This is an optimization exercise on Yosys and OpenROAD, whose aim is small area and a short achievable clock period, not a production implementation. In this exercise RTL edits were held to simulation tests only and were not proved equivalent to the original.

==> flow/design.v <==
`timescale 1ns/10ps
module CTE ( clk, reset, op_mode, in_en, yuv_in, rgb_in, busy, out_valid, rgb_out, yuv_out);
input   clk ;
input   reset ;
input   op_mode;
input   in_en;
output  busy;
output  out_valid;
input   [7:0]   yuv_in;
output  [23:0]  rgb_out;
input   [23:0]  rgb_in;
output  [7:0]   yuv_out;
parameter signed [5 -1:0] r_v_coef = 5'b01101;  
parameter signed [5 -1:0] g_u_coef = 5'b11110;  
parameter signed [5 -1:0] g_v_coef = 5'b11010;  
wire signed [13 -1:0] r_nxt;
wire signed [13 -1:0] g_u_nxt;
wire signed [13 -1:0] g_v_nxt;
wire signed [13 -1:0] b_nxt;
wire signed [13 -1:0] r_result, g_result, b_result;
wire [8 -1:0] r_out, g_out, b_out;
reg signed [13 -1:0] y;
reg signed [13 -1:0] r, g, b;
reg [1:0] cnt_yuv2rgb;  
reg busy_reg;
reg out_valid_reg;
assign r_nxt = r_v_coef * $signed(yuv_in);
assign g_u_nxt = g + g_u_coef * $signed(yuv_in);
assign g_v_nxt = g + g_v_coef * $signed(yuv_in);
assign b_nxt = b + $signed({yuv_in, 4'b0000});
assign r_result = r + y;
assign g_result = g + y;
assign b_result = b + y;
assign rgb_out = {r_out, g_out, b_out};
round_bound R_ROUND_BOUND(.x(r_result), .out_x(r_out));
round_bound G_ROUND_BOUND(.x(g_result), .out_x(g_out));
round_bound B_ROUND_BOUND(.x(b_result), .out_x(b_out));
always @(posedge clk or posedge reset) begin
    if (reset) begin
        y <= 0;
        r <= 0;
        g <= 0;
        b <= 0;
        cnt_yuv2rgb <= 0;
        busy_reg <= 0;
        out_valid_reg <= 0;
    end
    else if (~op_mode && busy_reg && out_valid_reg) begin
        busy_reg <= 0;
        out_valid_reg <= 0;
        r <= 0;
        g <= 0;
        b <= 0;
    end
    else if (~op_mode && busy_reg && cnt_yuv2rgb == 2'b00) begin
        out_valid_reg <= 1;
    end
    else if (busy_reg) begin
        busy_reg <= 0;
        out_valid_reg <= 1;
    end
    else if (~op_mode && in_en && cnt_yuv2rgb == 2'b00) begin
        g <= g_u_nxt;
        b <= b_nxt;
        cnt_yuv2rgb <= cnt_yuv2rgb + 1;
    end
    else if (~op_mode && in_en && cnt_yuv2rgb == 2'b01) begin
        y <= {1'b0, yuv_in, 3'b0};
        cnt_yuv2rgb <= cnt_yuv2rgb + 1;
    end
    else if (~op_mode && in_en && cnt_yuv2rgb == 2'b10) begin
        r <= r_nxt;
        g <= g_v_nxt;
        cnt_yuv2rgb <= cnt_yuv2rgb + 1;
        busy_reg <= 1;
    end
    else if (~op_mode && in_en && cnt_yuv2rgb == 2'b11) begin
        y <= {1'b0, yuv_in, 3'b0};
        cnt_yuv2rgb <= cnt_yuv2rgb + 1;
        busy_reg <= 1;
        out_valid_reg <= 0;
    end
end
parameter signed [5 -1:0] coef_1_3 = 5'b01101;
parameter signed [6 -1:0] coef_2_1 = 6'b101000;
parameter signed [7 -1:0] coef_2_2 = 7'b1001100;
parameter signed [8 -1:0] coef_2_3 = 8'b01001100;
parameter signed [8 -1:0] coef_3_1 = 8'b01001000;
parameter signed [8 -1:0] coef_3_2 = 8'b11000000;
parameter signed [5 -1:0] coef_3_3 = 5'b11000;
parameter signed [9 -1:0] divisor_pos  = 9'b010100101;  
parameter signed [9 -1:0] divisor_neg  = 9'b101011011;  
wire signed [8 -1:0] yuv_out_nxt;
wire signed [18 -1:0] y_r_g_nxt;
wire signed [18 -1:0] y_b_nxt;
wire signed [18 -1:0] y_nxt;
wire signed [18 -1:0] u_r_g_nxt;
wire signed [18 -1:0] u_b_nxt;
wire signed [18 -1:0] u_nxt;
wire signed [18 -1:0] v_nxt;
wire signed [9 -1:0] divisor;
wire signed [18 -1:0] yuv_aft;  
reg signed [8 -1:0] yuv_out_reg;
reg [1:0] cnt_rgb2yuv;
reg out_valid_reg_2;
reg busy_reg_2;
reg [23:0] rgb_in_reg;
reg [18 -1:0] u_r_g_reg;
assign y_r_g_nxt = -(u_r_g_reg<<<1);
assign y_b_nxt = coef_1_3 * $signed({1'b0, rgb_in_reg[7 :0]});
assign y_nxt = (y_r_g_nxt + y_b_nxt)<<<1;
assign u_r_g_nxt = coef_2_1 * $signed({1'b0, rgb_in[23 :16]}) + coef_2_2 * $signed({1'b0, rgb_in[15 :8]});
assign u_b_nxt = coef_2_3 * $signed({1'b0, rgb_in[7 :0]});
assign u_nxt = (u_r_g_nxt + u_b_nxt)<<<1;
assign v_nxt = ((coef_3_1 * $signed({1'b0, rgb_in_reg[23 :16]}) + coef_3_2 * $signed({1'b0, rgb_in_reg[15 :8]})) + coef_3_3 * $signed({1'b0, rgb_in_reg[7 :0]}))<<<1;
assign yuv_aft = (cnt_rgb2yuv == 2'b00) ? u_nxt :
                 (cnt_rgb2yuv == 2'b01) ? y_nxt :
                 (cnt_rgb2yuv == 2'b10) ? v_nxt :
                 (cnt_rgb2yuv == 2'b11) ? y_nxt : 18'bx;
assign divisor = (yuv_aft[18 -1]) ? divisor_neg : divisor_pos;
assign yuv_out_nxt = (yuv_aft + divisor) / (divisor_pos<<<1);
assign yuv_out = yuv_out_reg;
assign out_valid = out_valid_reg || out_valid_reg_2;
assign busy = busy_reg || busy_reg_2;
always @(posedge clk or posedge reset) begin
    if (reset) begin
        cnt_rgb2yuv <= 0;
        busy_reg_2 <= 0;
        out_valid_reg_2 <= 0;
        rgb_in_reg <= 0;
        yuv_out_reg <= 0;
    end
    else if (op_mode && in_en && cnt_rgb2yuv == 2'b00) begin
        rgb_in_reg <= rgb_in;
        u_r_g_reg <= u_r_g_nxt;
        cnt_rgb2yuv <= cnt_rgb2yuv + 1;
        out_valid_reg_2 <= 1;
        busy_reg_2 <= 1;
        yuv_out_reg <= yuv_out_nxt;
    end
    else if (op_mode && in_en && cnt_rgb2yuv == 2'b01) begin
        cnt_rgb2yuv <= cnt_rgb2yuv + 1;
        busy_reg_2 <= 0;
        yuv_out_reg <= yuv_out_nxt;
    end
    else if (op_mode && in_en && cnt_rgb2yuv == 2'b10) begin
        rgb_in_reg <= rgb_in;
        u_r_g_reg <= u_r_g_nxt;
        cnt_rgb2yuv <= cnt_rgb2yuv + 1;
        busy_reg_2 <= 1;
        yuv_out_reg <= yuv_out_nxt;
    end
    else if (op_mode && in_en && cnt_rgb2yuv == 2'b11) begin
        cnt_rgb2yuv <= cnt_rgb2yuv + 1;
        busy_reg_2 <= 0;
        yuv_out_reg <= yuv_out_nxt;
    end
end
endmodule
module round_bound (x, out_x);
input signed [13 -1:0] x;
output [8 -1:0] out_x;
wire [13-3 -1:0] x_shift;
wire [13-3 -1:0] rounded_x;
wire carry_bit;
wire sign;
wire upperbound;
assign x_shift = x>>>3;
assign carry_bit = x[3 -1];
assign rounded_x = x_shift + carry_bit;
assign upperbound = rounded_x[9 - 1];  
assign sign = rounded_x[13-3 -1];
assign out_x = (sign) ? 8'b00000000 : 
                (upperbound) ? 8'b11111111 : rounded_x;
endmodule
==> flow/run.sh <==
#!/bin/bash
# synth_recipe.tcl (not shown) runs the flow's synth.tcl, then flattens the netlist and writes it again
# the make line also repeats each setting of config.mk as NAME=value (left out here)
make -C /OpenROAD-flow-scripts/flow DESIGN_CONFIG=/design/flow/config.mk WORK_HOME=/design/flow/orfs CLKGATE_MAP_FILE= SYNTH_SCRIPT=/design/flow/synth_recipe.tcl finish
==> flow/config.mk <==
export PLATFORM = sky130hd
export DESIGN_NAME = CTE
export DESIGN_NICKNAME = CTE
export VERILOG_FILES = /design/flow/design.v
export SDC_FILE = /design/flow/constraint.sdc
export NUM_CORES = 4
export LEC_CHECK = 0
export CAP_MARGIN = 20
export CORE_MARGIN = 2
export CORE_UTILIZATION = 40
export SLEW_MARGIN = 20
==> flow/constraint.sdc <==
create_clock -name core_clock -period 25.0 [get_ports {clk}]
set_input_delay 5.0000 -clock core_clock [delete_from_list [all_inputs] [get_ports {clk}]]
set_output_delay 5.0000 -clock core_clock [all_outputs]
set_load 0.01 [all_outputs]
==> out/metrics.csv <==
stage;metric;value;unit
synthesis;synthesized netlist net count;2583;
cts;clock tree from TritonCTS;done;
min_path;type of the most critical hold path;flop to flop;
synthesis;Synth Flop Type;dfrtp_1;
critical_path;CP max FO;18;
cts;buffer levels on the longest clock path;2;
timing;final clock skew;0.00767;ns
critical_path;arrival time at the worst endpoint;23.22;ns
floorplanning;die outline area;46300;um^2
global_route;via count of the first global-routing pass;16100;
critical_path;startpoint types;input port;
finish;share of cells above drive strength 1;5.53;%
routing;count of TritonRoute iterations in the first routing pass;5;
timing;Least-Margin Pin Slew;1.06;ns
cts;number of gates resized after CTS;0;
routing;detail-routed net length per standard cell;16.8;um
cts;Clock Pin Slew Worst Setup and Hold Paths;0.07;ns
routing;drt drc;0;
routing;Initial DRC Count;942;
finish;number of flip-flops under the largest register name;24;
synthesis;flop and latch count out of synthesis;94;
critical_path;crit path kind;input port to flop;
floorplanning;cell row count;77;
finish;net count reported at finish;2618;
synthesis;post-synthesis average cell area;7.97;um^2
critical_path;slowest library cell on the worst path;o41ai_4;
timing;Period Utilization, post-route;92.0;%
critical_path;endpoint type of the worst setup path;flop;
synthesis;most common cell in the netlist;ha_1;
finish;layout overhead on the synthesized area;9.23;%
global_route;first-pass GRT wire length;81000;um
cts;clock insertion delay at the later pin of the skew report;0.36;ns
synthesis;cell area after technology mapping;17800;um^2
floorplanning;initial cell density of the core;40.4;%
timing;Slew Limit Fails;0;
timing;headroom to the max-slew limit;29.1;%
cts;# H-tree levels;3;
status;outcome;no timing/DRC/antenna violations;
synthesis;warning count from the yosys run;1;
synthesis;unique cell type count in the Yosys netlist;120;
cts;number of hold buffers added after CTS;0;
floorplanning;horizontal extent of the die;215;um
global_route;antenna violations before repair;0;
floorplanning;die height;215;um
finish;Antenna Diode Count;0;
critical_path;worst path required time;25.23;ns
finish;fill cell instance count of the final layout;4478;
timing;Setup TNS Final;0;ns
place;post-place setup slack;1.74;ns
timing;Final setup violation count;0;
synthesis;Post-synth top cells;ha_1, inv_1, a21oi_1;
timing;Max Clk Rate;0.0435;GHz
routing;Routed Wire Length;48300;um
floorplanning;standard cell core area;44100;um^2
global_route;overflow left after global routing;0;
global_route;maximum number of pins on one net before global-route repair;81;
timing;setup repair after global routing missed its margin;no;
synthesis;dominant cell type by area after synthesis;ha_1;
synthesis;number of enable-type register cells in the synthesized netlist;14;
place;total of buffers placed on input and output ports;69;
timing;number of failing hold endpoints at the final stage;0;
routing;total via count in the routed design;16400;
synthesis;proportion of netlist area held by the largest area contributor;18.6;%
flow_run;max-cap violation count;0;
place;post-detail-place hpwl;39500;um
cts;CTS Buf Count;9;
place;global placement routability congestion;0.917;
floorplanning;IO Pins;70;
critical_path;Max stage delay on crit path;0.83;ns
global_route;Global Route Usage Sum;21.0;%
timing;post-layout minimum cycle time;22.99;ns
timing;worst-case hold slack;0.494;ns
cts;setup fix buffers added after clock tree synthesis;0;
cts;Sink Count;94;
critical_path;most used cell, CP;ha_1;
cts;buffer type at the clock tree root;clkbuf_16;
routing;number of vias per cell after detailed routing;5.70;
finish;fraction of the core area covered by cells at the end of the flow;44.2;%
synthesis;cell count after synthesis;2239;
routing;count of antenna-violating nets left after detailed routing;0;
synthesis;top cells by area, synth;ha_1, dfrtp_1, xnor2_1;
synthesis;fraction of registers with async set/reset;85.1;%
synthesis;Seq/Total Area, Yosys;13.6;%
timing;worst setup margin;2.01;ns
area by class of cell:
class                           instances  area [um^2]  share of cell area (%)
Clock buffer                           12          289                    1.48
Clock inverter                          4         72.6                   0.372
Inverter                              230          865                    4.43
Multi-Input combinational cell       1861        14300                    73.6
Sequential cell                        94         2420                    12.4
Tap cell                              592          741                    3.80
Timing Repair Buffer                   78          762                    3.91
worst paths after layout:
check                                    from              to  slack, ns  cells past startpoint
min in group asynchronous               reset   rgb_in_reg[6]       5.27                      3
worst min register to register           g[1]            g[1]       0.49                      2
worst max-delay path               rgb_in[13]  yuv_out_reg[4]       2.01                     61
worst max register to register  rgb_in_reg[2]  yuv_out_reg[4]       7.78                     59
max in group asynchronous               reset            r[2]      19.15                      3
worst min-delay path                     g[1]            g[1]       0.49                      2
stage by stage:
stage	cells	area, um^2
floorplan	2239	17800
global placement	2854	19100
detailed placement	2854	19100
CTS	2870	19500
global route	2871	19500
finish	2871	19500
metal layers:
metal  vias to the layer above  global-route usage, %  wire (um)
met3                        54                   1.92       1760
met1                      7785                   28.8      23200
li1                       8166                      -          -
met5                         -                      0          0
met4                         0                   4.64        885
met2                       353                   35.7      22500
logic make-up after synthesis:
family / count (synthesis) / synth area share, %
AO/OA/AOI/OAI: 704 / 27.4
buffers and inverters: 284 / 6.11
multiplexers: 43 / 2.66
other: 1 / 0.0210
XOR/XNOR: 207 / 10.2
flip-flops: 94 / 13.6
AND/OR/NAND/NOR: 593 / 16.4
adder cells (fa/ha/maj): 313 / 23.6
placed cells by master (no fill, tap or decap), types with 24 or more instances in the layout:
cell,netlist,final
nor3_1,39,39
inv_1,227,226
a21o_1,37,37
a21oi_1,181,181
o21bai_1,42,42
xor2_1,58,57
xnor2_1,149,149
dfrtp_1,80,80
clkdlybuf4s50_1,0,69
o211ai_1,27,27
nand3_1,68,68
and2_1,25,25
nor2_1,127,126
nand2_1,170,170
fa_1,42,42
or3_1,24,24
o21ai_0,135,135
ha_1,266,266
o21a_1,37,37
critical path, delay by kind of cell:
kind | cells | cell delay [ns]
compound gates | 29 | 7.77
xor+xnor | 4 | 1.28
fa+ha+maj | 9 | 3.01
buf+inv | 2 | 0.93
mux | 3 | 0.96
simple gates | 14 | 4.22

static timing again, ports no longer ideal:
The flow's constraints put no driver on any port. The routed layout listed below was extracted and timed again, unchanged, in two steps.
Step 1: set_driving_cell puts a clkbuf_16 on clk and a buf_2 on each other input, an assumption about the parent block.
Step 2, shift: input delay + t, output delay - t, t = (earliest + latest rising clock arrival at the registers) / 2. This alone moves slack from input paths to output paths.
a / b / c = no drivers / after step 1 / after step 2; a / b = the first two.
shift t [ns]: 0.409
slack for setup (ns): 2.007 / 2.034 / 1.625
hold WS [ns]: 0.494 / 0.494 / 0.494
clock arrival spread, ns: 0.008 / 0.008
worst register clock-pin slew, ns: 0.07 / 0.07
After both steps setup and hold are still met in this run. The setup slack of this run moves by +0.027 ns with the drivers and by -0.382 ns with both steps.
